From an optimization exercise on the open Yosys and OpenROAD flow, aimed at small area and a short achievable clock period; shortcuts taken in it are not production practice. At most, simulation tests tie the RTL to the original design; equivalence was not proved. Only the layout flow was run in runs 2 to 7; the RTL was not checked for function there. Power and IR drop assume default switching activity.

## flow/run.sh

```bash
#!/bin/bash
# synth_recipe.tcl (not shown) runs the flow's synth.tcl, then flattens the netlist and writes it again
# the make line also repeats each setting of config.mk as NAME=value (left out here)
make -C /OpenROAD-flow-scripts/flow DESIGN_CONFIG=/design/flow/config.mk WORK_HOME=/design/flow/orfs CLKGATE_MAP_FILE= SYNTH_SCRIPT=/design/flow/synth_recipe.tcl finish
```

## flow/config.mk

```make
export PLATFORM = sky130hd
export DESIGN_NAME = fifo
export DESIGN_NICKNAME = fifo
export VERILOG_FILES = /design/flow/design.v
export SDC_FILE = /design/flow/constraint.sdc
export NUM_CORES = 4
export LEC_CHECK = 0
export CAP_MARGIN = 20
export CORE_MARGIN = 2
export CORE_UTILIZATION = 40
export SLEW_MARGIN = 20
```

## flow/constraint.sdc

```tcl
create_clock -name core_clock -period 3.3 [get_ports {clk}]
set_input_delay 0.6600 -clock core_clock [delete_from_list [all_inputs] [get_ports {clk}]]
set_output_delay 0.6600 -clock core_clock [all_outputs]
set_load 0.01 [all_outputs]
```

## flow/design.v

```verilog
module fifo(
  input clk,rst,wr_en,rd_en,
  input [7:0] buf_in, 
  output reg [7:0]buf_out,
  output reg buf_empty,buf_full,
  output reg [6:0] fifo_counter
);
  reg [5:0] wr_ptr,rd_ptr;
  reg [7:0] buf_mem[63:0];
  always@(fifo_counter)begin
    buf_empty=(fifo_counter==0);
    buf_full=(fifo_counter==64);
  end
  always@(posedge clk or posedge rst)begin
    if(rst) 
      fifo_counter<=0; 
    else if(!buf_full && wr_en && !buf_empty && rd_en)
      fifo_counter<=fifo_counter;
      else if(!buf_full && wr_en)
        fifo_counter<= fifo_counter +1;
      else if(!buf_empty && rd_en)
        fifo_counter<= fifo_counter -1;
      else 
        fifo_counter<=fifo_counter;
    end
  always@(posedge clk or posedge rst)begin
    if(rst)begin
      buf_out<=0;
    end
    else if(!buf_empty && rd_en)begin
      buf_out<=buf_mem[rd_ptr];
    end
    else begin
      buf_out<=buf_out;
    end
  end
  always@(posedge clk)begin
    if(!buf_full && wr_en)begin
      buf_mem[wr_ptr]<=buf_in;
    end
    else begin
      buf_mem[wr_ptr]<= buf_mem[wr_ptr];
    end
  end
  always@(posedge clk or posedge rst) begin
    if(rst)begin
      wr_ptr<=0;
      rd_ptr<=0;
    end
    else begin
      if(!buf_full && wr_en)begin
        wr_ptr<= wr_ptr +1;
      end
        else begin
          wr_ptr<= wr_ptr;
        end
      if(!buf_empty && rd_en) begin
        rd_ptr <= rd_ptr +1;
      end
      else begin
        rd_ptr<= rd_ptr;
      end
  end
  end
    endmodule
```

==> flow_summary.toml, run 1 <==
[global_route]
grt_remaining_overflow = 0
grt_max_degree = 65
grt_antenna_before_repair = 0
grt_use_total = 0.179
grt_pass1_vias = 11300
grt_pass1_wl_mm = 73.5

[routing]
first_iter_violations = 1094
routed_wl_mm = 49.2
avgRoutedWirePerCell_um = 24.5
viasPerCell = 5.57
ant_nets = 0
drt_pre_antenna_iters = 5
drcViolationCount = 0
vias = 11200

[clock_tree]
cts_sinks = 539
cts_tree = "yes"
root_buffer = "clkbuf_16"
clk_path_buf_depth = 3
ctsHoldBuffers = 0
path_clk_slew_ns = 0.06
numCtsBuffers = 53
clk_latency_ns = 0.59
cts_max_level = 2
postCtsSetupRepairBufs = 0
cts_resized = 0

[layout]
fin_cells = 2009
areaGrowthSynthToFinish_pct = 16.6
final_nets = 1300
fin_util = 0.472
antenna-diode-count = 0
num-fill-cells = 4359
drive_above_1_share = 0.231

[yosys]
synth_xor_area_frac = 0.00652
yosysUniqueCellTypes = 52
synth.avg_cell_area_um2 = 18.9
synthMuxAreaShare = 0.136
synth_common_cells = "edfxtp_1, mux2i_1, nor2_1"
synthArstFlopShare = 0.0501
ys_top_cells_by_area = "edfxtp_1, mux4_2, mux2i_1"
synth_top_flop_cell = "edfxtp_1"
synthCells = 1129
ys_ff_latch = 539
yosysWarnings = 1
synth-compound-area-share = 0.0472
yosysTopAreaCellShare = 0.722
synth_edf_count = 512
yosysTopAreaCell = "edfxtp_1"
synth_adder_area_share = 0.00564
synth_top_family_by_area = "multiplexers"
synth_simple_gate_area_frac = 0.0347
synth_nets = 1150
syn_area_um2 = 21300
seq_area_frac_synth = 0.754
yosysMostFrequentCell = "edfxtp_1"

[power]
powerDensity_nw_per_um2 = 816
p_comb_frac = 0.292
net-switching-power_uw = 6260
power_frac_seq = 0.417
ir_drop_v = 0.000470
clock_power_share = 0.292
power.internal_uw = 14000
power_leakage_uw = 0.00830
swShare = 0.309

[sta]
fin_crit_sh = 0.910
worst_pin_slew_ns = 0.751
final_hold_viol_count = 0
max_slew_margin = 0.499
rsz0062_at_grt = "no"
finalSetupTns_ns = 0
fin_crit_ns = 3.00
max_freq_ghz = 0.333
drv_slew = 0
fin_skew_ns = 0.0133
setup_violations = 0
whs_ns = 0.451

[floorplan]
die_w_um = 235
rows = 84
io-pin-count = 29
die_area_um2 = 55100
start_util = 0.405
core_um2 = 52700
die_h_um = 235

[worst_setup_path]
crit_buf_inv = 1
crit_required_ns = 2.64
cp.arrival_ns = 2.34
critPathTopFamily = "simple AND/OR/NAND/NOR gates"
startpoint_type = "flip-flop"
cp_slowest_cell = "or4_4"
critPathCaptureType = "primary output"
path_cells = "or4_4 > nor4_1 > clkdlybuf4s50_1"
crit_type = "reg2out"
cp_max_fo = 6
slowest_delay_ns = 0.58

[placement]
dp_hpwl_mm = 32.2
port-buffer-count = 28
place_inst = 1912
place_congestion = 0.893

[run_status]
status = "finished clean"

[worst_hold_path]
hold_path_class = "in2reg"

[job]
drv_cap = 0
==> final timing paths <==
path                            startpoint         endpoint  slack (ns)  cells after the start
max                        fifo_counter[3]        buf_empty        0.30                      3
min reg2reg                      rd_ptr[5]        rd_ptr[5]        0.50                      1
min in group asynchronous              rst  fifo_counter[0]        0.47                      2
max reg2reg                      rd_ptr[2]       buf_out[3]        0.41                      7
max in group asynchronous              rst        rd_ptr[5]        2.16                      3
min                              buf_in[6]   buf_mem[58][6]        0.45                      1
==> area by class of cell <==
| type | instances | area, um2 | area share |
|---|---|---|---|
| clock inverter | 23 | 253 | 0.0102 |
| clock buffer | 74 | 1430 | 0.0574 |
| multi-input combinational | 519 | 4900 | 0.197 |
| inverter | 6 | 22.5 | 0.000907 |
| sequential | 539 | 16100 | 0.647 |
| tap | 688 | 861 | 0.0347 |
| timing repair buffer | 160 | 1320 | 0.0531 |
==> worst register-to-register path, cell delays in order, from the launching register on <==
cell and delay, ns:
dfrtp_4 0.85, buf_4 0.45, buf_4 0.22, mux2i_1 0.08, a22oi_1 0.19, nand3_1 0.20, a211oi_1 0.64, a221o_1 0.20
==> placed cells by master, fill, tap and decap left out, types with 9 or more instances in the layout <==
cell / count
nand2_1: 24
xnor2_1: 12
a21oi_1: 37
o22ai_1: 10
mux2i_1: 104
clkbuf_16: 53
nand3_1: 14
a22oi_1: 22
edfxtp_1: 512
mux4_2: 77
clkinv_1: 10
clkdlybuf4s50_1: 20
o21ai_0: 10
mux2_2: 9
dfrtp_1: 24
clkbuf_1: 19
nor2_1: 84
buf_4: 125
o221ai_1: 16
==> cells by family (layout without fill, tap and decap cells) <==
| logic type | count (synthesis) | in the layout |
|---|---|---|
| DFF | 539 | 539 |
| muxes | 191 | 191 |
| and+or+nand+nor | 162 | 162 |
| AOI/OAI and AO/OA | 142 | 142 |
| buffers and inverters | 71 | 263 |
| xor gates and xnor gates | 15 | 15 |
| adders and majority gates | 9 | 9 |
==> through the flow <==
stage	power [uW]	setup WS, ns	area (um2)
finish	20300	0.296	24800
global route	21000	0.200	24800
CTS	20400	0.253	24800
detailed placement	14500	0.331	23200
global placement	14400	0.314	23200
floorplan	12200	0.501	21300
==> sequential cells by signal, summed over array words and instances (netlist names) <==
| signal | count |
|---|---|
| wr_ptr | 6 |
| rd_ptr | 6 |
| buf_out | 8 |
| buf_mem | 512 |
| fifo_counter | 7 |
==> power groups by stage <==
stage	logic, uW	clock network [uW]	registers, uW
after CTS	5910	6020	8450
after global placement	5850	0	8590
after global routing	6270	6270	8500
final	5910	5910	8450
after floorplan	3960	0	8230
after detailed placement	5890	0	8600
==> metal layers <==
metal | wire [um] | vias up | GRT usage
li1 | - | 4876 | -
met1 | 21400 | 5845 | 0.257
met2 | 23200 | 377 | 0.280
met3 | 3030 | 86 | 0.0250
met4 | 1560 | 0 | 0.0646
met5 | 0 | - | 0
==> run 2, diff against run 1 <==
==> flow/design.v (replaced) <==
module fifo(
  input clk,rst,wr_en,rd_en,
  input [7:0] buf_in,
  output reg [7:0]buf_out,
  output reg buf_empty,buf_full,
  output reg [6:0] fifo_counter
);
  reg [7:0] buf_mem[63:0];
  wire wr_acc = wr_en & ~buf_full;
  wire rd_acc = rd_en & ~buf_empty;
  integer i;
  always @(posedge clk) begin
    if (wr_acc) begin
      buf_mem[0] <= buf_in;
      for (i = 1; i < 64; i = i + 1)
        buf_mem[i] <= buf_mem[i-1];
    end
  end
  wire [7:0] sel_lo, sel_hi;
  wire [63:0] sel;
  reg  [7:0] rd_data;
  genvar k;
  generate
    for (k = 0; k < 8; k = k + 1) begin : g_pre
      assign sel_lo[k] = (fifo_counter[2:0] == k);
      assign sel_hi[k] = (fifo_counter[5:3] == k);
    end
    for (k = 0; k < 64; k = k + 1) begin : g_sel
      assign sel[(k + 63) % 64] = sel_hi[k / 8] & sel_lo[k % 8];
    end
  endgenerate
  integer j;
  always @* begin
    rd_data = 8'd0;
    for (j = 0; j < 64; j = j + 1)
      rd_data = rd_data | (buf_mem[j] & {8{sel[j]}});
  end
  always @(posedge clk or posedge rst) begin
    if (rst)
      buf_out <= 8'd0;
    else if (rd_acc)
      buf_out <= rd_data;
  end
  always @(posedge clk or posedge rst) begin
    if (rst) begin
      fifo_counter <= 7'd0;
      buf_empty <= 1'b1;
      buf_full <= 1'b0;
    end else begin
      if (wr_acc & ~rd_acc)
        fifo_counter <= fifo_counter + 7'd1;
      else if (rd_acc & ~wr_acc)
        fifo_counter <= fifo_counter - 7'd1;
      buf_full  <= buf_full ? ~rd_en : (fifo_counter == 7'd63) & wr_en & ~rd_en;
      buf_empty <= buf_empty ? ~wr_en : (fifo_counter == 7'd1) & rd_en & ~wr_en;
    end
  end
endmodule
==> run 2 against run 1 <==
Net effect: global-route usage is 8.1 points higher; hold slack lost 0.015 ns; area after synthesis is 5.5% lower; routed wire length is 40% higher; fmax fell by 1.1%; count of clock-buffer cells in the layout rose by 5; sequential power is 0.9% lower; final cell count grew 0.65%; clock power up 4.6%; synthesized cell count grew 3.4%; clock skew is 0.018 ns higher; setup slack worse by 0.033 ns; largest cell class unchanged; largest power group unchanged.
==> flow_summary.toml, run 2 <==
[run_status]
status = "finished clean"

[power]
powerDensity_nw_per_um2 = 811
power_uw = 19300
p_comb_frac = 0.244
clock_power_share = 0.321
power_leakage_uw = 0.00811
net-switching-power_uw = 6200
ir_drop_v = 0.000468
power_frac_seq = 0.435
power.internal_uw = 13100
swShare = 0.322

[sta]
fin_crit_ns = 3.04
worst_pin_slew_ns = 1.21
setup_violations = 0
fin_skew_ns = 0.0312
drv_slew = 0
final_hold_viol_count = 0
max_slew_margin = 0.193
max_freq_ghz = 0.329
rsz0062_at_grt = "no"
fin_crit_sh = 0.920

[placement]
port-buffer-count = 28
place_congestion = 1.00
dp_hpwl_mm = 47.7
dpl-instance-area_um2 = 22000

[worst_setup_path]
crit_start = "fifo_counter[0]"
worstReg2RegStart = "fifo_counter[0]"
cp_max_fo = 11
startpoint_type = "flip-flop"
cp.arrival_ns = 3.56
crit_required_ns = 3.83
critPathCaptureType = "flip-flop"
crit_type = "reg2reg"

[floorplan]
start_util = 0.403
rows = 82
die_area_um2 = 52200
die_w_um = 228
die_h_um = 228
core_um2 = 50000
io-pin-count = 29

[yosys]
ys_top_cells_by_area = "edfxtp_1, a22oi_1, dfrtp_1"
ys_ff_latch = 529
yosysTopAreaCellShare = 0.764
yosysUniqueCellTypes = 64
synthCells = 1167
seq_area_frac_synth = 0.785
synthArstFlopShare = 0.0321
syn_area_um2 = 20100
synth_nets = 1187
yosysTopAreaCell = "edfxtp_1"
synth_edf_count = 512
yosysWarnings = 2
synth_top_flop_cell = "edfxtp_1"
synth_common_cells = "edfxtp_1, a22oi_1, nor2_1"
synth.avg_cell_area_um2 = 17.3
yosysMostFrequentCell = "edfxtp_1"

[clock_tree]
clk_latency_ns = 0.62
cts_sinks = 529
cts_tree = "yes"
root_buffer = "clkbuf_16"
cts_resized = 0
cts_max_level = 2
path_clk_slew_ns = 0.06
clk_path_buf_depth = 3
ctsHoldBuffers = 0
numCtsBuffers = 54
postCtsSetupRepairBufs = 0

[routing]
routed_wl_mm = 68.8
avgRoutedWirePerCell_um = 34.0
drt_pre_antenna_iters = 8
vias = 13200
drcViolationCount = 0
ant_nets = 0
first_iter_violations = 2328
viasPerCell = 6.51

[worst_hold_path]
hold_path_class = "reg2reg"
min_from = "buf_mem[11][3]"

[job]
drv_cap = 0

[global_route]
grt_max_degree = 90
grt_pass1_vias = 12600
grt_antenna_before_repair = 2
grt_remaining_overflow = 0
grt_use_total = 0.260
grt_pass1_wl_mm = 95.6

[layout]
layout_common_cells = "edfxtp_1, a22oi_1, buf_4"
largest_reg_flops = 512
reg_top3 = "buf_mem: 512 flops, buf_out: 8 flops, fifo_counter: 7 flops"
areaGrowthSynthToFinish_pct = 18.0
layout_commonest_cell = "edfxtp_1"
fin_area_um2 = 23800
drive_above_1_share = 0.165
final_nets = 1324
top_register = "buf_mem"
run 2: cell count changes after synthesis, sizes merged, moves of 24 or more:
cell / before / now
a22o: 1 / 25
mux4: 77 / 2
buf: 50 / 25
a21oi: 37 / 12
a32oi: 0 / 36
nand4: 3 / 27
mux2i: 104 / 18
a22oi: 22 / 125
run 2: layout make-up:
type                       count  area (um2)
clock buffer                  79        1560
antenna                        1        2.50
fill                        4232       26200
tap                          672         841
multi-input combinational    574        4080
clock inverter                22         214
inverter                       6        22.5
timing repair buffer         139        1230
sequential                   529       15800
run 2: cells by family (layout without fill, tap and decap cells):
| family | count (synthesis) | count (layout) | synth area share |
|---|---|---|---|
| adders and majority gates | 8 | 8 | 0.00497 |
| other | 0 | 1 | 0 |
| buffers and inverters | 64 | 246 | 0.0141 |
| muxes | 32 | 32 | 0.0179 |
| AOI/OAI and AO/OA | 290 | 290 | 0.112 |
| xor gates and xnor gates | 6 | 6 | 0.00261 |
| and+or+nand+nor | 238 | 238 | 0.0636 |
| DFF | 529 | 529 | 0.785 |
run 2: metrics by stage:
step | TNS, ns | worst slack, ns | hold WS, ns | util | instances
finish | 0 | 0.264 | 0.436 | 0.475 | 2022
global route | 0 | 0.178 | 0.457 | 0.475 | 2021
CTS | 0 | 0.324 | 0.437 | 0.475 | 2020
detailed placement | 0 | 0.352 | 0.433 | 0.440 | 1919
global placement | 0 | 0.413 | 0.427 | 0.439 | 1918
floorplan | -2836.75 | -6.49 | 0.417 | - | 1167
run 2: path summary, 6_finish.rpt:
kind / endpoint / slack, ns / cells past startpoint
min in group asynchronous: buf_out[5] / 0.54 / 2
min reg2reg: buf_mem[12][3] / 0.44 / 0
min: buf_mem[12][3] / 0.44 / 0
max in group asynchronous: buf_out[7] / 2.07 / 3
max: buf_out[4] / 0.26 / 11
max reg2reg: buf_out[4] / 0.26 / 11
run 2: worst max-delay path: stages, from the launching register on:
cell	delay, ns
dfrtp_1	0.48
inv_1	0.15
ha_1	0.46
buf_4	0.24
nand3b_1	0.10
buf_4	0.18
nor2_1	0.70
buf_4	0.27
a22oi_1	0.09
nand4_1	0.11
nor4_1	0.05
a31oi_1	0.13
run 2: routing by layer:
layer  vias up  wire, um  global-route usage  share of wire
met1      6500     25400               0.353           0.37
met2      1236     28700               0.365           0.42
met3       284     10300              0.0901           0.15
li1       5142         -                   -              -
met5         -        10                   0        0.00015
met4         2      4390               0.141          0.064
run 2: power by group through the flow:
stage          registers, uW  clock network (uW)  logic [uW]
4_1_cts                 8350                6210        4460
6_report                8370                6180        4700
2_1_floorplan           8320                   0        2300
5_1_grt                 8400                6450        4750
3_5_place_dp            8480                   0        4440
3_3_place_gp            8480                   0        4430
==> run 3, diff against run 2 <==
--- a/flow/design.v
+++ b/flow/design.v
@@ -8,4 +8,7 @@
   reg [7:0] buf_mem[63:0];
+  reg [7:0] rsel_lo, rsel_hi;    
   wire wr_acc = wr_en & ~buf_full;
   wire rd_acc = rd_en & ~buf_empty;
+  wire inc = wr_acc & ~rd_acc;
+  wire dec = rd_acc & ~wr_acc;
   integer i;
@@ -18,15 +21,3 @@
   end
-  wire [7:0] sel_lo, sel_hi;
-  wire [63:0] sel;
-  reg  [7:0] rd_data;
-  genvar k;
-  generate
-    for (k = 0; k < 8; k = k + 1) begin : g_pre
-      assign sel_lo[k] = (fifo_counter[2:0] == k);
-      assign sel_hi[k] = (fifo_counter[5:3] == k);
-    end
-    for (k = 0; k < 64; k = k + 1) begin : g_sel
-      assign sel[(k + 63) % 64] = sel_hi[k / 8] & sel_lo[k % 8];
-    end
-  endgenerate
+  reg [7:0] rd_data;
   integer j;
@@ -35,3 +26,3 @@
     for (j = 0; j < 64; j = j + 1)
-      rd_data = rd_data | (buf_mem[j] & {8{sel[j]}});
+      rd_data = rd_data | (buf_mem[j] & {8{rsel_hi[j/8] & rsel_lo[j%8]}});
   end
@@ -46,2 +37,4 @@
       fifo_counter <= 7'd0;
+      rsel_lo <= 8'h80;
+      rsel_hi <= 8'h80;
       buf_empty <= 1'b1;
@@ -49,6 +42,11 @@
     end else begin
-      if (wr_acc & ~rd_acc)
+      if (inc) begin
         fifo_counter <= fifo_counter + 7'd1;
-      else if (rd_acc & ~wr_acc)
+        rsel_lo <= {rsel_lo[6:0], rsel_lo[7]};
+        if (rsel_lo[7]) rsel_hi <= {rsel_hi[6:0], rsel_hi[7]};
+      end else if (dec) begin
         fifo_counter <= fifo_counter - 7'd1;
+        rsel_lo <= {rsel_lo[0], rsel_lo[7:1]};
+        if (rsel_lo[0]) rsel_hi <= {rsel_hi[0], rsel_hi[7:1]};
+      end
       buf_full  <= buf_full ? ~rd_en : (fifo_counter == 7'd63) & wr_en & ~rd_en;
--- a/flow/config.mk
+++ b/flow/config.mk
@@ -10,2 +10,3 @@
 export CORE_UTILIZATION = 40
+export SETUP_SLACK_MARGIN = 1.4
 export SLEW_MARGIN = 20
==> run 3 against run 2 <==
Net effect: still clean on timing, DRC and antenna; clock skew is 0.0074 ns lower; setup slack improved by 0.98 ns; routed wire length fell by 17%; non-clock buffer count rose by 34; clock power down 6.5%; critical path type unchanged; largest cell class unchanged.
==> flow_summary.toml, run 3 <==
[placement]
dp_hpwl_mm = 31.3
port-buffer-count = 28
place_congestion = 0.821

[layout]
largest_reg_flops = 512
top_register = "buf_mem"
antenna-diode-count = 0
layout_common_cells = "edfxtp_1, a22oi_1, buf_4"
multi_input_area_um2 = 3900
areaGrowthSynthToFinish_pct = 21.0
final_nets = 1349
num-fill-cells = 4034
layout_commonest_cell = "edfxtp_1"
drive_above_1_share = 0.219
regArea_um2 = 16200

[global_route]
grt_pass1_vias = 12100
grt_max_degree = 146
grt_remaining_overflow = 0
grt_pass1_wl_mm = 81.1
grt_use_total = 0.209
grt_antenna_before_repair = 2

[power]
power_leakage_uw = 0.00809
ir_drop_v = 0.000404
net-switching-power_uw = 3180
power.internal_uw = 11500
power_uw = 14700
swShare = 0.216
powerDensity_nw_per_um2 = 598
power_frac_seq = 0.564
clock_power_share = 0.393
p_comb_frac = 0.043

[worst_hold_path]
holdPathStages = 2
min_from = "rd_en"
holdPathEnd = "buf_full"
hold_path_class = "in2reg"

[yosys]
synth_edf_count = 512
yosysMostFrequentCell = "edfxtp_1"
synth_common_cells = "edfxtp_1, a22oi_1, nand3_1"
synthCells = 1191
yosysWarnings = 2
ys_ff_latch = 545
seq_area_frac_synth = 0.796
yosysTopAreaCell = "edfxtp_1"
syn_area_um2 = 20400
synth.avg_cell_area_um2 = 17.1
yosysUniqueCellTypes = 51
synth_nets = 1207
yosysTopAreaCellShare = 0.755
synth_top_flop_cell = "edfxtp_1"
ys_top_cells_by_area = "edfxtp_1, a22oi_1, dfrtp_1"
synthArstFlopShare = 0.0606

[worst_setup_path]
crit_start = "rsel_hi[1]"
cp_max_fo = 6
critPathTopFamily = "compound AO/OA/AOI/OAI gates"
startpoint_type = "flip-flop"
worstReg2RegStart = "rsel_hi[1]"
cp.arrival_ns = 2.53
crit_required_ns = 3.77
worstRegToRegCells = 7
path_cells = "buf_6 > buf_12 > a222oi_1 > nor2_1 > nor3_2 > o2111ai_2 > o32a_1"
cp.depth = 7
r2r_end = "buf_out[2]"
critPathCaptureType = "flip-flop"
cp_slowest_cell = "dfrtp_4"
slowest_delay_ns = 0.52
crit_buf_inv = 2
reg2reg_slack_ns = 1.24
crit_type = "reg2reg"

[clock_tree]
numCtsBuffers = 52
root_buffer = "clkbuf_16"
cts_max_level = 2
ctsHoldBuffers = 0
cts_tree = "yes"
path_clk_slew_ns = 0.07
clk_path_buf_depth = 3
clk_latency_ns = 0.59
cts_sinks = 545

[sta]
worst_pin_slew_ns = 0.951
max_slew_margin = 0.365
drv_slew = 0
final_hold_viol_count = 0
setup_violations = 0
finalSetupTns_ns = 0
fin_skew_ns = 0.0237
fin_crit_sh = 0.624
rsz0062_at_grt = "yes"
max_freq_ghz = 0.486
fin_crit_ns = 2.06

[job]
drv_cap = 0

[floorplan]
core_um2 = 50200
io-pin-count = 29
die_h_um = 230
die_w_um = 230
die_area_um2 = 52700
start_util = 0.406
rows = 82

[routing]
viasPerCell = 6.12
drt_pre_antenna_iters = 9
avgRoutedWirePerCell_um = 27.9
routed_wl_mm = 57.1
drcViolationCount = 0
ant_nets = 0
vias = 12500
first_iter_violations = 2066

[run_status]
status = "finished clean"
## run 3: repair_timing
item	CTS	global route
pin swaps	23	31
setup buffers	57	25
cloned	1	8
endpoints found under the hold margin	0	0
endpoints found under the setup margin	511	528
resized for setup	113	59
## run 3: cell type report
type,count,area share
Sequential cell,545,0.660
Timing Repair Buffer,173,0.0774
Clock buffer,68,0.0570
Tap cell,672,0.0342
Inverter,19,0.00396
Multi-Input combinational cell,542,0.159
Clock inverter,29,0.00894
## run 3: worst max-delay path by stage
stage / endpoint / slack, ns
after floorplan: rsel_hi[5] / -6.58
after global placement: fifo_counter[5] / 0.57
after detailed placement: fifo_counter[5] / 0.51
after CTS: buf_mem[33][2] / 1.24
after global routing: buf_out[6] / 1.18
final: buf_out[2] / 1.24
## run 3: cell families (layout without fill, tap and decap cells)
family	after synthesis	in the layout	synth area share
AO/OA/AOI/OAI	344	344	0.124
buffers and inverters	104	289	0.0240
flip-flops	545	545	0.796
XOR/XNOR	7	7	0.00301
adder cells (fa/ha/maj)	4	4	0.00246
multiplexers	17	17	0.00836
AND/OR/NAND/NOR	170	170	0.0415
## run 3: metrics by stage
step | hold slack (ns) | utilization | setup WS [ns] | instances | area (um2)
4_1_cts | 0.447 | 0.479 | 1.24 | 2015 | 24000
3_5_place_dp | 0.434 | 0.430 | 0.506 | 1860 | 21600
5_1_grt | 0.333 | 0.491 | 1.18 | 2048 | 24600
3_3_place_gp | 0.429 | 0.430 | 0.572 | 1860 | 21600
2_1_floorplan | 0.419 | - | -6.58 | 1191 | 20400
6_report | 0.309 | 0.491 | 1.24 | 2048 | 24600
## run 3: metal layers
metal / up-vias / share of wire / global-route usage
met3: 140 / 0.11 / 0.0535
met4: 4 / 0.038 / 0.0828
met5: - / 0.00049 / 0
met2: 824 / 0.45 / 0.311
li1: 5203 / - / -
met1: 6372 / 0.40 / 0.294
## run 3: power by group through the flow
| stage | Clock (uW) | Combinational, uW | Sequential [uW] |
|---|---|---|---|
| 5_1_grt | 6110 | 685 | 8350 |
| 2_1_floorplan | 0 | 266 | 8440 |
| 4_1_cts | 5840 | 589 | 8310 |
| 6_report | 5780 | 633 | 8300 |
| 3_3_place_gp | 0 | 468 | 8470 |
| 3_5_place_dp | 0 | 478 | 8480 |
==> run 4, diff against run 3 <==
--- a/flow/config.mk
+++ b/flow/config.mk
@@ -10,3 +10,2 @@
 export CORE_UTILIZATION = 40
-export SETUP_SLACK_MARGIN = 1.4
 export SLEW_MARGIN = 20
==> run 4 against run 3 <==
Net effect: area after synthesis is the same; highest routed layer unchanged; die area is the same; still clean; combinational power shrank 26%; first-iteration DRC count shrank 8.7%; clock skew grew 0.0026 ns.
==> flow_summary.toml, run 4 <==
[routing]
avgRoutedWirePerCell_um = 27.0
met3_length_mm = 5.54
top_layer_used = "met5"
routed_wl_mm = 52.9
viasPerCell = 6.05
met1_length_mm = 21.8
wl_met2_mm = 24.0
drt_pre_antenna_iters = 7
drcViolationCount = 0
vias = 11800
first_iter_violations = 1887
ant_nets = 0

[worst_setup_path]
r2r_end = "buf_out[1]"
startpoint_type = "flip-flop"
cp_max_fo = 15
crit_type = "reg2reg"
reg2reg_slack_ns = 0.85
critPathTopFamily = "flip-flops"
worstRegToRegCells = 5
crit_buf_inv = 1
cp_slowest_cell = "dfrtp_1"
worstReg2RegStart = "rsel_hi[3]"
path_cells = "buf_4 > a222oi_1 > nor2_1 > nor4_1 > a31oi_1"
crit_required_ns = 3.74
cp.arrival_ns = 2.89
critPathCaptureType = "flip-flop"
slowest_delay_ns = 0.72

[power]
power_uw = 14600
swShare = 0.213
powerDensity_nw_per_um2 = 628
p_comb_frac = 0.032
power_leakage_uw = 0.00741
clock_power_share = 0.395
net-switching-power_uw = 3100
power_frac_seq = 0.573
ir_drop_v = 0.000408
power.internal_uw = 11500

[layout]
largest_reg_flops = 512
final_nets = 1258
top_register = "buf_mem"
layout_commonest_cell = "edfxtp_1"
fin_util = 0.463
num-fill-cells = 4209
regArea_um2 = 16200
fin_cells = 1958
multi_input_area_um2 = 3690
layout_common_cells = "edfxtp_1, a22oi_1, nand3_1"
drive_above_1_share = 0.112
areaGrowthSynthToFinish_pct = 14.1

[clock_tree]
cts_sinks = 545
cts_resized = 0
numCtsBuffers = 52
postCtsSetupRepairBufs = 0
path_clk_slew_ns = 0.06
clk_latency_ns = 0.59
ctsHoldBuffers = 0
root_buffer = "clkbuf_16"
cts_max_level = 2
cts_tree = "yes"
clk_path_buf_depth = 3

[yosys]
synth-compound-area-share = 0.124
synth_edf_count = 512
synth_common_cells = "edfxtp_1, a22oi_1, nand3_1"
synthCells = 1191
ys_ff_latch = 545
yosysWarnings = 2
yosysMostFrequentCell = "edfxtp_1"
synthArstFlopShare = 0.0606
syn_area_um2 = 20400
synthMuxAreaShare = 0.00836
ys_top_cells_by_area = "edfxtp_1, a22oi_1, dfrtp_1"
yosysTopAreaCell = "edfxtp_1"
synth_simple_gate_area_frac = 0.0415
synth_top_flop_cell = "edfxtp_1"
synth_nets = 1207
synth_top_family_by_area = "compound AO/OA/AOI/OAI gates"
yosysUniqueCellTypes = 51
seq_area_frac_synth = 0.796
yosysTopAreaCellShare = 0.755
synth_xor_area_frac = 0.00301
synth_adder_area_share = 0.00246
synth.avg_cell_area_um2 = 17.1

[placement]
place_congestion = 0.821
place_inst = 1860
dp_hpwl_mm = 31.3
place_ws_ns = 0.506
port-buffer-count = 28

[sta]
setup_violations = 0
max_freq_ghz = 0.408
drv_slew = 0
max_slew_margin = 0.351
fin_skew_ns = 0.0263
finalSetupTns_ns = 0
worst_pin_slew_ns = 0.973
fin_crit_ns = 2.45
fin_crit_sh = 0.742
setup_ws_ns = 0.850
rsz0062_at_grt = "no"
final_hold_viol_count = 0

[floorplan]
rows = 82
start_util = 0.406
die_h_um = 230
core_um2 = 50200
die_area_um2 = 52700
io-pin-count = 29
die_w_um = 230

[global_route]
grt_pass1_vias = 11600
grt_antenna_before_repair = 1
grt_max_degree = 146
grt_use_total = 0.198
grt_remaining_overflow = 0
grt_pass1_wl_mm = 77.3

[worst_hold_path]
holdPathEnd = "buf_mem[22][4]"
min_from = "buf_mem[21][4]"
hold_path_class = "reg2reg"
holdPathStages = 0

[job]
drv_cap = 0

[run_status]
status = "finished clean"
-- run 4: cell counts after synthesis --
No cell type changed its count.
-- run 4: layout make-up --
class	instances	share of cell area
diodes	1	0.000108
clock buffers	68	0.0605
clock inverters	29	0.00949
inverters	19	0.00307
multi-input cells	542	0.159
flip-flops and latches	545	0.698
well taps	672	0.0362
repair buffers	82	0.0333
-- run 4: how the worst max path moves through the flow --
stage                from               to  slack, ns  cells after the start
3_3_place_gp        rd_en  fifo_counter[5]       0.57                      9
6_report       rsel_hi[3]       buf_out[1]       0.85                      5
2_1_floorplan       wr_en       rsel_hi[5]      -6.58                      8
5_1_grt        rsel_hi[5]       buf_out[5]       0.76                      6
3_5_place_dp        rd_en  fifo_counter[5]       0.51                      9
4_1_cts        rsel_hi[3]       buf_out[2]       0.89                      6
-- run 4: power groups by stage --
stage	logic, uW	clock network [uW]	registers (uW)
floorplan	266	0	8440
global placement	468	0	8470
detailed placement	478	0	8480
CTS	477	5840	8350
global route	515	6100	8400
finish	470	5760	8350
-- run 4: worst reg2reg max path, cell delays in order, from the launching register on --
cell and delay (ns):
dfrtp_1 0.72, buf_4 0.34, a222oi_1 0.47, nor2_1 0.10, nor4_1 0.51, a31oi_1 0.16
-- run 4: metal layers --
metal	GRT usage	up-vias
met2	0.297	688
met1	0.285	6044
met4	0.0633	2
met3	0.0469	98
li1	-	5016
met5	0	-
-- run 4: per-stage QoR --
step,hold WS (ns),instance area [um2]
floorplan,0.419,20400
global placement,0.429,21600
detailed placement,0.434,21600
CTS,0.447,23200
global route,0.454,23200
finish,0.446,23200
-- run 4: logic make-up (layout without fill, tap and decap cells) --
family,count (synthesis),after routing
AOI/OAI and AO/OA,344,344
adders and majority gates,4,4
muxes,17,17
other,0,1
buffers and inverters,104,198
xor gates and xnor gates,7,7
and+or+nand+nor,170,170
DFF,545,545
==> run 5, diff against run 4 <==
==> flow/flow/run.sh (new file) <==
#!/bin/bash
# Standard ORFS layout, with plain buffers on the ports and resizing not
# limited to each cell's footprint.
set -euo pipefail
bash standard.sh MATCH_CELL_FOOTPRINT=0 \
  "BUFFER_PORTS_ARGS=-buffer_cell sky130_fd_sc_hd__buf_4" \
  finish > flow.log 2>&1
==> flow/standard.sh (new file) <==
#!/bin/bash
# synth_recipe.tcl (not shown) runs the flow's synth.tcl, then flattens the netlist and writes it again
# the make line also repeats each setting of config.mk as NAME=value (left out here)
make -C /OpenROAD-flow-scripts/flow DESIGN_CONFIG=/design/flow/config.mk WORK_HOME=/design/flow/orfs CLKGATE_MAP_FILE= SYNTH_SCRIPT=/design/flow/synth_recipe.tcl "${@:-finish}"
--- a/flow/config.mk
+++ b/flow/config.mk
@@ -10,2 +10,3 @@
 export CORE_UTILIZATION = 40
+export SETUP_SLACK_MARGIN = 1.4
 export SLEW_MARGIN = 20
removed: flow/run.sh
==> run 5 against run 4 <==
Net effect: global-route usage increased by 1.4 points; count of clock-buffer cells in the layout up 1; register-to-register slack gained 0.35 ns; sequential power about the same; sequential share of layout area is 4.0 points lower; fmax grew 17%; first-iteration DRC count is 0.26% lower; clock power increased by 9.7%; largest cell class unchanged.
==> flow_summary.toml, run 5 <==
[floorplan]
die_w_um = 230
core_um2 = 50200
io-pin-count = 29
die_h_um = 230
rows = 82
die_area_um2 = 52700
start_util = 0.406

[yosys]
yosysTopAreaCellShare = 0.755
seq_area_frac_synth = 0.796
yosysWarnings = 2
ys_top_cells_by_area = "edfxtp_1, a22oi_1, dfrtp_1"
synth_edf_count = 512
synthCells = 1191
yosysTopAreaCell = "edfxtp_1"
synth_nets = 1207
synth_top_flop_cell = "edfxtp_1"
syn_area_um2 = 20400
synthArstFlopShare = 0.0606
synth.avg_cell_area_um2 = 17.1
ys_ff_latch = 545
yosysMostFrequentCell = "edfxtp_1"
yosysUniqueCellTypes = 51
synth_common_cells = "edfxtp_1, a22oi_1, nand3_1"

[sta]
rsz0062_at_grt = "yes"
setup_violations = 0
drv_slew = 0
worst_pin_slew_ns = 0.971
fin_crit_ns = 2.10
fin_crit_sh = 0.637
fin_skew_ns = 0.0110
setup_ws_ns = 1.20
final_hold_viol_count = 0
max_slew_margin = 0.352
max_freq_ghz = 0.476

[layout]
final_nets = 1349
top_register = "buf_mem"
fin_util = 0.492
num-fill-cells = 4094
fin_cells = 2049
layout_common_cells = "edfxtp_1, a22oi_1, buf_4"
drive_above_1_share = 0.241
largest_reg_flops = 512
layout_commonest_cell = "edfxtp_1"
areaGrowthSynthToFinish_pct = 21.3

[power]
ir_drop_v = 0.000428
powerDensity_nw_per_um2 = 617
power_leakage_uw = 0.00812

[placement]
port-buffer-count = 28
dp_hpwl_mm = 31.0
place_congestion = 0.822
place_ws_ns = 0.700
place_inst = 1853

[global_route]
grt_antenna_before_repair = 1
grt_remaining_overflow = 0
grt_use_total = 0.212
grt_pass1_vias = 12200
grt_pass1_wl_mm = 82.0
grt_max_degree = 171

[clock_tree]
ctsHoldBuffers = 0
path_clk_slew_ns = 0.06
clk_path_buf_depth = 3
cts_tree = "yes"
numCtsBuffers = 55
cts_sinks = 545
root_buffer = "clkbuf_16"
clk_latency_ns = 0.60
cts_max_level = 2

[routing]
avgRoutedWirePerCell_um = 27.9
vias = 12500
routed_wl_mm = 57.1
drt_pre_antenna_iters = 8
first_iter_violations = 1882
viasPerCell = 6.11
ant_nets = 0
drcViolationCount = 0

[worst_setup_path]
crit_type = "reg2reg"
startpoint_type = "flip-flop"
critPathCaptureType = "flip-flop"
cp_slowest_cell = "dfrtp_4"
cp_max_fo = 4
crit_required_ns = 3.78
path_cells = "buf_4 > a222oi_1 > o22ai_1 > nor3_2 > o2111ai_1 > o32a_1"
slowest_delay_ns = 0.51
cp.arrival_ns = 2.58

[worst_hold_path]
hold_path_class = "in2reg"

[job]
drv_cap = 0

[run_status]
status = "finished clean"
run 5: critical path, delay by kind of cell, from the launching register on:
kind	cells	cell delay (ns)
DFF	1	0.51
AOI/OAI and AO/OA	4	1.13
buffers and inverters	1	0.19
and+or+nand+nor	1	0.14
run 5: final cells by class:
type                            instances  area (um2)  area share
Antenna cell                            1        2.50    0.000101
Clock buffer                           69        1500      0.0608
Clock inverter                         31         308      0.0125
Inverter                               19         103     0.00416
Multi-Input combinational cell        542        3920       0.159
Sequential cell                       545       16300       0.659
Tap cell                              672         841      0.0341
Timing Repair Buffer                  170        1750      0.0708
run 5: routing by layer:
layer / routed length (um) / share of wire / global-route usage
met1: 23100 / 0.40 / 0.297
met2: 25700 / 0.45 / 0.317
met3: 6140 / 0.11 / 0.0550
met4: 2120 / 0.037 / 0.0852
met5: 11 / 0.00019 / 0
run 5: what timing repair did:
| item | 4_1_cts | 5_1_grt |
|---|---|---|
| gates cloned | 2 | 2 |
| pin swaps | 31 | 34 |
| endpoints found under the setup margin | 204 | 280 |
| setup buffers | 59 | 32 |
| gates resized for setup | 87 | 49 |
run 5: worst paths after layout:
kind / startpoint / end / slack [ns] / cells past startpoint
worst max-delay path: rsel_hi[4] / buf_out[2] / 1.20 / 6
worst min-delay path: wr_en / buf_empty / 0.19 / 2
worst min register to register: buf_mem[22][5] / buf_mem[23][5] / 0.44 / 0
max in group asynchronous: rst / rsel_hi[1] / 2.28 / 2
worst max register to register: rsel_hi[4] / buf_out[2] / 1.20 / 6
min in group asynchronous: rst / buf_out[6] / 0.29 / 2
run 5: report_power, final:
group / switching [uW] / total (uW) / internal, uW
Clock: 2640 / 6320 / 3680
Sequential: 284 / 8340 / 8050
Combinational: 332 / 587 / 255
run 5: cells by family (layout without fill, tap and decap cells):
| kind of cell | Yosys count | count (layout) | share of synthesized area |
|---|---|---|---|
| AO/OA/AOI/OAI | 344 | 344 | 0.124 |
| XOR/XNOR | 7 | 7 | 0.00301 |
| adder cells (fa/ha/maj) | 4 | 4 | 0.00246 |
| buffers and inverters | 104 | 289 | 0.0240 |
| flip-flops | 545 | 545 | 0.796 |
| multiplexers | 17 | 17 | 0.00836 |
| other | 0 | 1 | 0 |
| AND/OR/NAND/NOR | 170 | 170 | 0.0415 |
run 5: per-stage QoR:
step	hold slack (ns)	TNS, ns	area (um2)	power [uW]
2_1_floorplan	0.419	-2940.51	20400	8700
3_3_place_gp	0.428	0	21400	8910
3_5_place_dp	0.434	0	21400	8930
4_1_cts	0.173	0	24200	15200
5_1_grt	0.188	0	24700	15600
6_report	0.189	0	24700	15200
==> run 6, diff against run 5 <==
--- a/flow/config.mk
+++ b/flow/config.mk
@@ -10,2 +10,3 @@
 export CORE_UTILIZATION = 40
+export CTS_BUF_LIST = sky130_fd_sc_hd__clkbuf_4 sky130_fd_sc_hd__clkbuf_8
 export SETUP_SLACK_MARGIN = 1.4
==> run 6 against run 5 <==
Net effect: utilization is 0.18 points lower; non-clock buffer count unchanged; sequential power about the same; clock power decreased by 11%; via count up 0.58%; critical path type unchanged; combinational power increased by 11%; still clean on timing, DRC and antenna; synthesized cell count unchanged; hold slack got worse by 0.064 ns; critical path depth is the same; sequential cell count did not move; final cell count rose by 2.5%; critical endpoint unchanged; die area unchanged.
==> flow_summary.toml, run 6 <==
[run_status]
status = "finished clean"

[worst_setup_path]
critPathTopFamily = "compound AO/OA/AOI/OAI gates"
cp.arrival_ns = 2.63
cp_slowest_cell = "dfrtp_4"
critPathCaptureType = "flip-flop"
path_cells = "buf_4 > a222oi_1 > o22ai_1 > nor3_2 > o2111ai_1 > o32a_1"
crit_buf_inv = 1
cp_max_fo = 4
crit_required_ns = 3.85
startpoint_type = "flip-flop"
crit_type = "reg2reg"
slowest_delay_ns = 0.50

[routing]
ant_nets = 0
drcViolationCount = 0
vias = 12600
viasPerCell = 5.99
drt_pre_antenna_iters = 6
routed_wl_mm = 57.7
first_iter_violations = 2044
avgRoutedWirePerCell_um = 27.5

[yosys]
yosysUniqueCellTypes = 51
synth_edf_count = 512
synth_nets = 1207
synth_common_cells = "edfxtp_1, a22oi_1, nand3_1"
synthCells = 1191
yosysMostFrequentCell = "edfxtp_1"
synthArstFlopShare = 0.0606
synth_top_flop_cell = "edfxtp_1"
ys_top_cells_by_area = "edfxtp_1, a22oi_1, dfrtp_1"
yosysTopAreaCellShare = 0.755
yosysTopAreaCell = "edfxtp_1"
synth.avg_cell_area_um2 = 17.1
seq_area_frac_synth = 0.796
yosysWarnings = 2
syn_area_um2 = 20400
ys_ff_latch = 545

[layout]
final_nets = 1379
layout_common_cells = "edfxtp_1, a22oi_1, buf_4"
layout_commonest_cell = "edfxtp_1"
largest_reg_flops = 512
fin_cells = 2101
top_register = "buf_mem"
areaGrowthSynthToFinish_pct = 20.8
drive_above_1_share = 0.270
antenna-diode-count = 0

[global_route]
grt_pass1_wl_mm = 82.1
grt_use_total = 0.213
grt_remaining_overflow = 0
grt_pass1_vias = 12400
grt_antenna_before_repair = 0
grt_max_degree = 171

[power]
powerDensity_nw_per_um2 = 593
ir_drop_v = 0.000260
power_leakage_uw = 0.00813

[placement]
port-buffer-count = 28
place_congestion = 0.822
place_inst = 1853
dp_hpwl_mm = 31.0

[clock_tree]
clk_path_buf_depth = 3
root_buffer = "clkbuf_8"
cts_sinks = 545
numCtsBuffers = 85
clk_latency_ns = 0.67
cts_tree = "yes"
cts_max_level = 3
path_clk_slew_ns = 0.06

[sta]
fin_crit_ns = 2.08
worst_pin_slew_ns = 0.975
setup_violations = 0
max_slew_margin = 0.349
finalSetupTns_ns = 0
max_freq_ghz = 0.481
rsz0062_at_grt = "yes"
drv_slew = 0
fin_crit_sh = 0.630
final_hold_viol_count = 0
fin_skew_ns = 0.0211

[floorplan]
start_util = 0.406
rows = 82
die_area_um2 = 52700
core_um2 = 50200
io-pin-count = 29
die_h_um = 230
die_w_um = 230

[job]
drv_cap = 0

[worst_hold_path]
hold_path_class = "in2reg"
-- run 6: cell counts after synthesis --
Identical to the previous run, type by type.
-- run 6: through the flow --
stage | cell area, um2 | hold WS, ns | power (uW) | setup slack [ns] | utilization
after detailed placement | 21400 | 0.434 | 8930 | 0.700 | 0.428
after global placement | 21400 | 0.428 | 8910 | 0.729 | 0.428
after CTS | 24000 | 0.0995 | 14600 | 1.22 | 0.479
after global routing | 24600 | 0.113 | 15000 | 1.17 | 0.490
after floorplan | 20400 | 0.419 | 8700 | -6.54 | -
final | 24600 | 0.125 | 14600 | 1.22 | 0.490
-- run 6: per-layer routing --
| metal | vias up | share of wire | wire [um] | track usage |
|---|---|---|---|---|
| met5 | - | 0 | 0 | 0 |
| met4 | 0 | 0.040 | 2280 | 0.0866 |
| met3 | 148 | 0.11 | 6230 | 0.0571 |
| met2 | 817 | 0.45 | 26000 | 0.315 |
| met1 | 6331 | 0.40 | 23200 | 0.297 |
| li1 | 5287 | - | - | - |
-- run 6: path summary, 6_finish.rpt --
| check | startpoint | endpoint | slack (ns) | depth (start not counted) |
|---|---|---|---|---|
| setup / recovery | rsel_hi[4] | buf_out[2] | 1.22 | 6 |
| hold / removal | wr_en | buf_empty | 0.13 | 2 |
| setup reg to reg | rsel_hi[4] | buf_out[2] | 1.22 | 6 |
| hold reg to reg | buf_mem[34][2] | buf_mem[35][2] | 0.44 | 0 |
| max in group asynchronous | rst | rsel_hi[2] | 2.34 | 2 |
| min in group asynchronous | rst | buf_out[4] | 0.23 | 2 |
-- run 6: where the power goes --
part           switching (uW)  internal (uW)
clock network            2660           2940
registers                 259           8050
logic                     371            283
-- run 6: what timing repair did --
item                       CTS  global route
pin swaps                   21            34
hold buffers                 0             0
gates cloned                 0             6
setup endpoints to repair  215           360
buffers inserted            63            26
gates resized for setup    103            43
-- run 6: area by class of cell --
type,instances,area [um2]
Inverter,19,98.8
Sequential cell,545,16300
Fill cell,4130,25600
Multi-Input combinational cell,542,3910
Tap cell,672,841
Clock buffer,128,1520
Clock inverter,25,120
Timing Repair Buffer,170,1840
-- run 6: cell families after synthesis --
kind of cell / after synthesis / synth area share
muxes: 17 / 0.00836
adders and majority gates: 4 / 0.00246
xor gates and xnor gates: 7 / 0.00301
DFF: 545 / 0.796
and+or+nand+nor: 170 / 0.0415
buffers and inverters: 104 / 0.0240
AOI/OAI and AO/OA: 344 / 0.124
==> run 7, diff against run 6 <==
--- a/flow/design.v
+++ b/flow/design.v
@@ -21,8 +21,8 @@
   end
-  reg [7:0] rd_data;
+  reg [7:0] rd_next;
   integer j;
   always @* begin
-    rd_data = 8'd0;
+    rd_next = buf_out & {8{~rd_acc}};
     for (j = 0; j < 64; j = j + 1)
-      rd_data = rd_data | (buf_mem[j] & {8{rsel_hi[j/8] & rsel_lo[j%8]}});
+      rd_next = rd_next | (buf_mem[j] & {8{rsel_hi[j/8] & rsel_lo[j%8] & rd_acc}});
   end
@@ -31,4 +31,4 @@
       buf_out <= 8'd0;
-    else if (rd_acc)
-      buf_out <= rd_data;
+    else
+      buf_out <= rd_next;
   end
--- a/flow/config.mk
+++ b/flow/config.mk
@@ -10,3 +10,2 @@
 export CORE_UTILIZATION = 40
-export CTS_BUF_LIST = sky130_fd_sc_hd__clkbuf_4 sky130_fd_sc_hd__clkbuf_8
 export SETUP_SLACK_MARGIN = 1.4
==> run 7 against run 6 <==
Net effect: sequential power grew 1%; highest routed layer unchanged; area after synthesis rose by 0.68%; largest cell class unchanged; final cell count shrank 5.7%; still clean; fmax down 17%; sequential share of layout area shrank 0.22 points; routed wire length up 21%; sequential cell count did not move; synthesized cell count down 3.9%; clock power up 12%; utilization is 0.17 points lower.
==> flow_summary.toml, run 7 <==
[job]
drv_cap = 0

[sta]
setup_ws_ns = 0.796
final_hold_viol_count = 0
finalSetupTns_ns = 0
fin_skew_ns = 0.0223
fin_crit_ns = 2.50
setup_violations = 0
rsz0062_at_grt = "yes"
max_slew_margin = 0.209
worst_pin_slew_ns = 1.18
max_freq_ghz = 0.399
drv_slew = 0
fin_crit_sh = 0.759

[placement]
dpl-instance-area_um2 = 22000
place_congestion = 0.983
port-buffer-count = 28
dp_hpwl_mm = 46.0
place_ws_ns = 0.335

[power]
p_comb_frac = 0.042
swShare = 0.219
clock_power_share = 0.410
net-switching-power_uw = 3350
power_frac_seq = 0.548
powerDensity_nw_per_um2 = 622
power.internal_uw = 12000
power_leakage_uw = 0.00845
ir_drop_v = 0.000406

[worst_setup_path]
critPathTopFamily = "simple AND/OR/NAND/NOR gates"
path_cells = "nor3b_1 > buf_4 > a221oi_1 > nand4_1 > or4_1"
startpoint_type = "flip-flop"
critPathCaptureType = "flip-flop"
cp_slowest_cell = "nor3b_1"
crit_type = "reg2reg"
slowest_delay_ns = 1.01
crit_required_ns = 3.84
cp.arrival_ns = 3.04
crit_buf_inv = 1
cp_max_fo = 13

[clock_tree]
path_clk_slew_ns = 0.06
clk_path_buf_depth = 3
root_buffer = "clkbuf_16"
cts_tree = "yes"
numCtsBuffers = 55
clk_latency_ns = 0.61
cts_max_level = 2
cts_sinks = 545

[layout]
layout_common_cells = "edfxtp_1, buf_4, a22oi_1"
fin_util = 0.488
fin_area_um2 = 24600
areaGrowthSynthToFinish_pct = 20.1
top_register = "buf_mem"
layout_commonest_cell = "edfxtp_1"
largest_reg_flops = 512
num-fill-cells = 4152
drive_above_1_share = 0.259
final_nets = 1278

[routing]
drt_pre_antenna_iters = 5
ant_nets = 0
drcViolationCount = 0
vias = 13100
viasPerCell = 6.59
routed_wl_mm = 70.0
avgRoutedWirePerCell_um = 35.3
first_iter_violations = 2493

[yosys]
synth_top_flop_cell = "edfxtp_1"
synth_edf_count = 512
ys_ff_latch = 545
yosysTopAreaCell = "edfxtp_1"
synth-compound-area-share = 0.118
yosysTopAreaCellShare = 0.750
synth_xor_area_frac = 0.00299
synthMuxAreaShare = 0.00830
synth_common_cells = "edfxtp_1, a22oi_1, a22o_1"
synth_top_family_by_area = "compound AO/OA/AOI/OAI gates"
seq_area_frac_synth = 0.791
syn_area_um2 = 20500
ys_top_cells_by_area = "edfxtp_1, dfrtp_1, a22oi_1"
synth_simple_gate_area_frac = 0.0558
yosysWarnings = 2
synth.avg_cell_area_um2 = 17.9
synth_nets = 1160
synth_adder_area_share = 0.00244
synthArstFlopShare = 0.0606
synthCells = 1144
yosysMostFrequentCell = "edfxtp_1"
yosysUniqueCellTypes = 55

[global_route]
grt_max_degree = 91
grt_pass1_wl_mm = 96.0
grt_pass1_vias = 12200
grt_remaining_overflow = 0
grt_antenna_before_repair = 1
grt_use_total = 0.259

[floorplan]
rows = 82
die_w_um = 230
die_area_um2 = 53000
start_util = 0.407
die_h_um = 230
core_um2 = 50400
io-pin-count = 29

[run_status]
status = "finished clean"

[worst_hold_path]
hold_path_class = "in2reg"
## run 7: cell count changes in the layout (fill, tap and decap cells not counted), moves of 21 or more
| cell | before | now |
|---|---|---|
| clkbuf_16 | 6 | 64 |
| a22o_1 | 24 | 67 |
| a221oi_1 | 2 | 26 |
| clkbuf_8 | 90 | 3 |
| a21oi_1 | 45 | 12 |
| nand4_1 | 12 | 33 |
| clkbuf_4 | 38 | 0 |
| buf_6 | 36 | 7 |
| a221oi_2 | 1 | 35 |
| o22ai_1 | 23 | 1 |
| a222oi_1 | 35 | 13 |
| nand3_1 | 69 | 15 |
| a22oi_1 | 137 | 92 |
## run 7: area by class of cell
cell class	instances	area, um2	area share
flip-flops and latches	545	16200	0.659
multi-input cells	509	4290	0.174
clock buffers	75	1520	0.0619
repair buffers	144	1450	0.0587
well taps	672	841	0.0342
clock inverters	27	260	0.0106
inverters	7	30.0	0.00122
diodes	2	5.00	0.000203
## run 7: power groups by stage
stage               clock network (uW)  registers, uW  logic [uW]
finish                            6270           8390         638
global route                      6540           8420         680
CTS                               6290           8380         529
detailed placement                   0           8520         440
global placement                     0           8520         434
floorplan                            0           8430         276
## run 7: per-layer routing
| layer | GRT usage | up-vias | part of all wire |
|---|---|---|---|
| li1 | - | 5088 | - |
| met1 | 0.369 | 6566 | 0.40 |
| met2 | 0.364 | 1160 | 0.42 |
| met3 | 0.0805 | 243 | 0.13 |
| met4 | 0.119 | 0 | 0.050 |
| met5 | 0 | - | 0 |
## run 7: cells by family (layout without fill, tap and decap cells)
group                    count (synthesis)  in the layout
multiplexers                            17             17
other                                    0              2
adder cells (fa/ha/maj)                  4              4
buffers and inverters                   90            253
XOR/XNOR                                 7              7
AO/OA/AOI/OAI                          298            298
flip-flops                             545            545
AND/OR/NAND/NOR                        183            183
## run 7: final timing paths
kind | start | endpoint | slack (ns) | depth (start not counted)
max in group asynchronous | rst | rsel_hi[0] | 2.31 | 2
worst max register to register | rsel_lo[4] | buf_out[6] | 0.80 | 5
worst max-delay path | rsel_lo[4] | buf_out[6] | 0.80 | 5
min in group asynchronous | rst | fifo_counter[5] | 0.29 | 2
worst min-delay path | wr_en | buf_empty | 0.22 | 2
worst min register to register | buf_mem[15][5] | buf_mem[16][5] | 0.45 | 0
## run 7: through the flow
step                power, uW  hold WS (ns)  instances
finish                  15300         0.219       1981
global route            15600         0.221       1979
CTS                     15200         0.191       1965
detailed placement       8960         0.434       1836
global placement         8950         0.429       1836
floorplan                8710         0.419       1144
## run 7: worst reg2reg max path, delay by kind of cell, from the launching register on
kind | cells | cell delay (ns)
AO/OA/AOI/OAI | 1 | 0.11
buffers and inverters | 1 | 0.37
AND/OR/NAND/NOR | 3 | 1.28
flip-flops | 1 | 0.69
## run 7: timing repair
action / in CTS / in global routing
pin swaps: 12 / 9
gates resized for setup: 86 / 42
setup buffers: 24 / 10
hold buffers: 0 / 0
cloned: 3 / 4
endpoints found under the setup margin: 101 / 284
==> run 8, diff against run 7 <==
--- a/flow/design.v
+++ b/flow/design.v
@@ -21,8 +21,14 @@
   end
-  reg [7:0] rd_next;
-  integer j;
+  reg [7:0] grp [7:0];
+  reg [7:0] rd_data;
+  integer g, j;
   always @* begin
-    rd_next = buf_out & {8{~rd_acc}};
-    for (j = 0; j < 64; j = j + 1)
-      rd_next = rd_next | (buf_mem[j] & {8{rsel_hi[j/8] & rsel_lo[j%8] & rd_acc}});
+    for (g = 0; g < 8; g = g + 1) begin
+      grp[g] = 8'd0;
+      for (j = 0; j < 8; j = j + 1)
+        grp[g] = grp[g] | (buf_mem[8*g+j] & {8{rsel_lo[j]}});
+    end
+    rd_data = 8'd0;
+    for (g = 0; g < 8; g = g + 1)
+      rd_data = rd_data | (grp[g] & {8{rsel_hi[g]}});
   end
@@ -31,4 +37,4 @@
       buf_out <= 8'd0;
-    else
-      buf_out <= rd_next;
+    else if (rd_acc)
+      buf_out <= rd_data;
   end
==> run 8 against run 7 <==
Net effect: clock skew about the same; critical endpoint is now buf_out[0]; critical path type unchanged; setup slack improved by 0.49 ns; critical path depth increased by 1; synthesized cell count decreased by 6.5%; still clean.
==> flow_summary.toml, run 8 <==
[sta]
fin_crit_sh = 0.609
final_hold_viol_count = 0
finalSetupTns_ns = 0
max_freq_ghz = 0.497
whs_ns = 0.196
fin_skew_ns = 0.0222
fin_crit_ns = 2.01
drv_slew = 0
max_slew_margin = 0.128
rsz0062_at_grt = "yes"
setup_violations = 0
worst_pin_slew_ns = 1.31

[yosys]
yosysUniqueCellTypes = 32
synth_common_cells = "edfxtp_1, a22oi_1, buf_2"
synth_adder_area_share = 0.00251
synth_edf_count = 512
yosysMostFrequentCell = "edfxtp_1"
ys_ff_latch = 545
synthArstFlopShare = 0.0606
yosysTopAreaCell = "edfxtp_1"
ys_top_cells_by_area = "edfxtp_1, a22oi_1, dfrtp_1"
syn_area_um2 = 20000
synth-compound-area-share = 0.130
synth_xor_area_frac = 0.00307
seq_area_frac_synth = 0.812
synth_top_flop_cell = "edfxtp_1"
synth_nets = 1086
synth_simple_gate_area_frac = 0.0223
yosysWarnings = 3
synth_top_family_by_area = "compound AO/OA/AOI/OAI gates"
synthMuxAreaShare = 0.00903
yosysTopAreaCellShare = 0.770
synthCells = 1070
synth.avg_cell_area_um2 = 18.7

[layout]
top_register = "buf_mem"
final_nets = 1198
num-fill-cells = 4032
largest_reg_flops = 512
layout_commonest_cell = "edfxtp_1"
regArea_um2 = 16200
areaGrowthSynthToFinish_pct = 20.7
multi_input_area_um2 = 3840
drive_above_1_share = 0.248
layout_common_cells = "edfxtp_1, a22oi_1, buf_4"
antenna-diode-count = 0

[floorplan]
rows = 81
start_util = 0.407
die_area_um2 = 51700
io-pin-count = 29
die_w_um = 227
core_um2 = 49100
die_h_um = 227

[worst_setup_path]
crit_top_cell = "a41oi_2"
critPathTopFamily = "compound AO/OA/AOI/OAI gates"
path_cells = "buf_12 > buf_4 > a22oi_2 > a41oi_2 > a2111oi_4 > a41oi_2"
crit_required_ns = 3.76
crit_type = "reg2reg"
reg2reg_slack_ns = 1.29
critPathCaptureType = "flip-flop"
crit_buf_inv = 2
cp_max_fo = 7
r2r_end = "buf_out[0]"
cp.arrival_ns = 2.47
cp_slowest_cell = "dfrtp_4"
worstRegToRegCells = 6
worstReg2RegStart = "rsel_lo[2]"
slowest_delay_ns = 0.59
startpoint_type = "flip-flop"

[placement]
dp_hpwl_mm = 22.9
place_congestion = 0.759
port-buffer-count = 28

[routing]
drt_pre_antenna_iters = 6
routed_wl_mm = 49.3
top_layer_used = "met4"
drcViolationCount = 0
vias = 11200
wl_met2_mm = 22.4
met3_length_mm = 3.78
ant_nets = 0
met1_length_mm = 21.4
first_iter_violations = 1306
viasPerCell = 5.91
avgRoutedWirePerCell_um = 26.1

[global_route]
grt_max_degree = 168
grt_antenna_before_repair = 0
grt_use_total = 0.190
grt_pass1_wl_mm = 72.1
grt_pass1_vias = 11000
grt_remaining_overflow = 0

[clock_tree]
path_clk_slew_ns = 0.06
cts_sinks = 545
root_buffer = "clkbuf_16"
clk_path_buf_depth = 3
cts_tree = "yes"
cts_max_level = 2
ctsHoldBuffers = 0
numCtsBuffers = 54
clk_latency_ns = 0.61

[worst_hold_path]
hold_path_class = "in2async"

[power]
p_comb_frac = 0.037
ir_drop_v = 0.000435
power_frac_seq = 0.566
power.internal_uw = 11500
power_leakage_uw = 0.00771
net-switching-power_uw = 3190
swShare = 0.217
clock_power_share = 0.398
powerDensity_nw_per_um2 = 610
power_uw = 14700

[job]
drv_cap = 0

[run_status]
status = "finished clean"
-- run 8: cell types whose count changed after synthesis, sizes merged, moves of 24 or more --
cell,delta
a22o,-67
clkbuf,-36
a41oi,+33
a22oi,+180
buf,+24
a221oi,-61
and4b,-26
-- run 8: power groups by stage --
stage          combinational, uW  clock, uW  sequential [uW]
2_1_floorplan                252          0             8440
3_3_place_gp                 439          0             8450
3_5_place_dp                 441          0             8460
4_1_cts                      485       5930             8320
5_1_grt                      587       6200             8360
6_report                     540       5840             8320
-- run 8: logic make-up after synthesis --
logic type               Yosys count
AO/OA/AOI/OAI                    335
XOR/XNOR                           7
buffers and inverters             79
adder cells (fa/ha/maj)            4
multiplexers                      18
flip-flops                       545
AND/OR/NAND/NOR                   82
-- run 8: worst max path at each step --
stage / slack, ns / from / end / cells past startpoint
after CTS: 1.34 / buf_empty / buf_empty / 1
final: 1.29 / rsel_lo[2] / buf_out[0] / 6
after floorplan: -6.56 / wr_en / rsel_hi[0] / 8
after detailed placement: 0.86 / wr_en / rsel_lo[0] / 6
after global placement: 0.80 / rsel_lo[2] / buf_out[4] / 5
after global routing: 1.28 / rsel_lo[2] / buf_out[0] / 6
-- run 8: worst register-to-register path: cells and delay by family, from the launching register on --
kind                   cells  cell delay [ns]
AOI/OAI and AO/OA          4             0.96
buffers and inverters      2             0.31
DFF                        1             0.59
-- run 8: repair_timing --
action                     CTS  global route
setup buffers               55             9
setup endpoints to repair   37           352
pin swaps                   22            36
resized for setup           65            57
gates cloned                 5             1
-- run 8: per-layer routing --
layer,track usage,up-vias
met4,0.0704,0
met1,0.273,5834
met5,0,-
met2,0.281,484
met3,0.0465,101
li1,-,4757
-- run 8: stage by stage --
step           instances  cell area, um2   util  setup WS (ns)
2_1_floorplan       1070           20000      -          -6.56
3_3_place_gp        1720           20900  0.427          0.802
3_5_place_dp        1720           20900  0.427          0.855
4_1_cts             1882           23700  0.482           1.34
5_1_grt             1892           24100  0.491           1.28
6_report            1892           24100  0.491           1.29
-- run 8: final cells by class --
class / count / share of cell area
clock buffers: 75 / 0.0619
clock inverters: 27 / 0.00712
inverters: 8 / 0.00140
multi-input cells: 446 / 0.159
flip-flops and latches: 545 / 0.674
well taps: 664 / 0.0345
repair buffers: 127 / 0.0613
==> run 9, diff against run 8 <==
==> flow/flow/run.sh (replaced) <==
#!/bin/bash
# Standard ORFS layout, with plain buffers on the ports, resizing not limited
# to each cell's footprint, and larger clock-tree sink clusters.
set -euo pipefail
bash standard.sh MATCH_CELL_FOOTPRINT=0 \
  "BUFFER_PORTS_ARGS=-buffer_cell sky130_fd_sc_hd__buf_4" \
  "CTS_ARGS=-sink_clustering_enable -repair_clock_nets -dont_use_dummy_load -sink_clustering_size 30 -sink_clustering_max_diameter 100" \
  finish > flow.log 2>&1
--- a/flow/config.mk
+++ b/flow/config.mk
@@ -7,2 +7,3 @@
 export LEC_CHECK = 0
+export ABC_AREA = 1
 export CAP_MARGIN = 20
==> run 9 against run 8 <==
Net effect: final cell count up 36%; non-clock buffer count down 43; count of clock-buffer cells in the layout down 53; utilization down 4.9 points; critical path depth down 3; clock skew up 0.023 ns; register-to-register slack about the same; critical path type unchanged; global-route usage down 3.1 points; still clean on timing, DRC and antenna; fmax up 0.39%; area after synthesis up 7.8%; power up 6.9%; routed wire length down 7.6%.
==> flow_summary.toml, run 9 <==
[worst_setup_path]
slowest_delay_ns = 0.53
crit_type = "reg2reg"
crit_buf_inv = 2
crit_required_ns = 3.47
cp_max_fo = 164
critPathCaptureType = "flip-flop"
cp.arrival_ns = 2.18
critPathTopFamily = "buffers and inverters"
startpoint_type = "flip-flop"
path_cells = "nor2_4 > buf_4 > buf_16"
cp_slowest_cell = "buf_16"

[layout]
multi_input_area_um2 = 4720
top_register = "buf_mem"
drive_above_1_share = 0.0723
areaGrowthSynthToFinish_pct = 8.61
fin_util = 0.442
layout_common_cells = "nand2_1, edfxtp_1, nor2_1"
regArea_um2 = 16200
antenna-diode-count = 0
fin_cells = 2568
largest_reg_flops = 512
final_nets = 1898
layout_commonest_cell = "nand2_1"
num-fill-cells = 4754

[clock_tree]
cts_tree = "yes"
ctsHoldBuffers = 0
clk_path_buf_depth = 3
cts_max_level = 1
clk_latency_ns = 0.59
numCtsBuffers = 22
cts_sinks = 545
root_buffer = "clkbuf_16"
path_clk_slew_ns = 0.11

[power]
ir_drop_v = 0.000395
power_uw = 15700
power_leakage_uw = 0.00947
powerDensity_nw_per_um2 = 673

[sta]
max_freq_ghz = 0.499
drv_slew = 0
finalSetupTns_ns = 0
worst_pin_slew_ns = 0.935
final_hold_viol_count = 0
fin_crit_ns = 2.00
max_slew_margin = 0.376
fin_skew_ns = 0.0451
setup_violations = 0
rsz0062_at_grt = "yes"
fin_crit_sh = 0.607

[yosys]
ys_ff_latch = 545
syn_area_um2 = 21500
synth_top_flop_cell = "edfxtp_1"
yosysTopAreaCellShare = 0.715
yosysWarnings = 3
synthCells = 1844
yosysTopAreaCell = "edfxtp_1"
synth_edf_count = 512
yosysUniqueCellTypes = 23
yosysMostFrequentCell = "nand2_1"
synth_common_cells = "nand2_1, edfxtp_1, nor2_1"
synthArstFlopShare = 0.0606
seq_area_frac_synth = 0.753
ys_top_cells_by_area = "edfxtp_1, nand2_1, dfrtp_1"
synth.avg_cell_area_um2 = 11.7
synth_nets = 1860

[routing]
drcViolationCount = 0
routed_wl_mm = 45.6
ant_nets = 0
viasPerCell = 4.86
first_iter_violations = 1150
avgRoutedWirePerCell_um = 17.7
drt_pre_antenna_iters = 5
vias = 12500

[placement]
place_inst = 2512
port-buffer-count = 28
place_congestion = 0.752
dp_hpwl_mm = 24.7

[floorplan]
die_w_um = 236
die_h_um = 236
io-pin-count = 29
start_util = 0.407
core_um2 = 52900
die_area_um2 = 55600
rows = 84

[global_route]
grt_remaining_overflow = 0
grt_max_degree = 165
grt_antenna_before_repair = 0
grt_pass1_wl_mm = 69.9
grt_use_total = 0.159
grt_pass1_vias = 12100

[run_status]
status = "finished clean"

[job]
drv_cap = 0

[worst_hold_path]
hold_path_class = "in2reg"
run 9: cell types whose count changed after synthesis, moves of 22 or more:
cell	before	now
a22oi_1	261	0
a41oi_1	34	0
buf_2	45	23
nand2_1	9	987
nand4_1	41	3
nor2_1	19	161
run 9: worst paths after layout:
path,startpoint,to,slack [ns],cells past startpoint
setup / recovery,buf_full,buf_mem[42][1],1.30,3
hold / removal,buf_in[6],buf_mem[0][6],0.24,1
setup reg to reg,buf_full,buf_mem[42][1],1.30,3
hold reg to reg,buf_mem[42][1],buf_mem[43][1],0.43,0
max in group asynchronous,rst,rsel_hi[7],2.22,3
min in group asynchronous,rst,fifo_counter[3],0.28,2
run 9: where the power goes:
group / internal, uW / switching (uW) / leakage [uW]
Combinational: 1240 / 2360 / 0.00383
Clock: 1210 / 2010 / 0.000271
Sequential: 8200 / 705 / 0.00536
Total: 10600 / 5070 / 0.00947
run 9: worst register-to-register path, cell delays in order (launching register included):
cell     delay (ns)
dfrtp_1        0.43
nor2_4         0.13
buf_4          0.30
buf_16         0.54
run 9: cells by family (layout without fill, tap and decap cells):
| family | Yosys count | after routing | synth area share |
|---|---|---|---|
| xor gates and xnor gates | 7 | 7 | 0.00285 |
| adders and majority gates | 4 | 4 | 0.00233 |
| buffers and inverters | 93 | 129 | 0.0287 |
| and+or+nand+nor | 1157 | 1157 | 0.203 |
| AOI/OAI and AO/OA | 38 | 38 | 0.0101 |
| DFF | 545 | 545 | 0.753 |
run 9: per-stage QoR:
step / instance area, um2 / setup WS [ns] / hold slack [ns]
after floorplan: 21600 / -6.51 / 0.427
after global placement: 22400 / 0.794 / 0.429
after detailed placement: 22400 / 0.734 / 0.432
after CTS: 23100 / 1.30 / 0.227
after global routing: 23400 / 1.21 / 0.227
final: 23400 / 1.30 / 0.243
run 9: final cells by class:
type,instances,area share
flip-flops and latches,545,0.695
inverters,22,0.00412
clock buffers,22,0.0236
well taps,688,0.0368
multi-input cells,1206,0.202
repair inverters,1,0.000214
repair buffers,84,0.0378
run 9: routing by layer:
| layer | vias to the layer above | wire, um | track usage |
|---|---|---|---|
| met3 | 36 | 1870 | 0.0131 |
| met1 | 6085 | 21700 | 0.235 |
| li1 | 6107 | - | - |
| met4 | 0 | 587 | 0.0295 |
| met5 | - | 0 | 0 |
| met2 | 262 | 21400 | 0.259 |
run 9: repair_timing:
item | 4_1_cts | 5_1_grt
setup endpoints to repair | 288 | 416
cloned | 2 | 0
pin swaps | 2 | 0
hold endpoints to repair | 0 | 0
resized for setup | 22 | 15
buffers inserted | 10 | 22

Re-timed with assumed drivers on the ports (clkbuf_16 on the clock, buf_2 on other inputs), run 9 has 1.297 ns of setup slack against 1.297 ns with ideal ports, and 0.901 ns once port delays also move by the mid clock arrival of 0.617 ns.
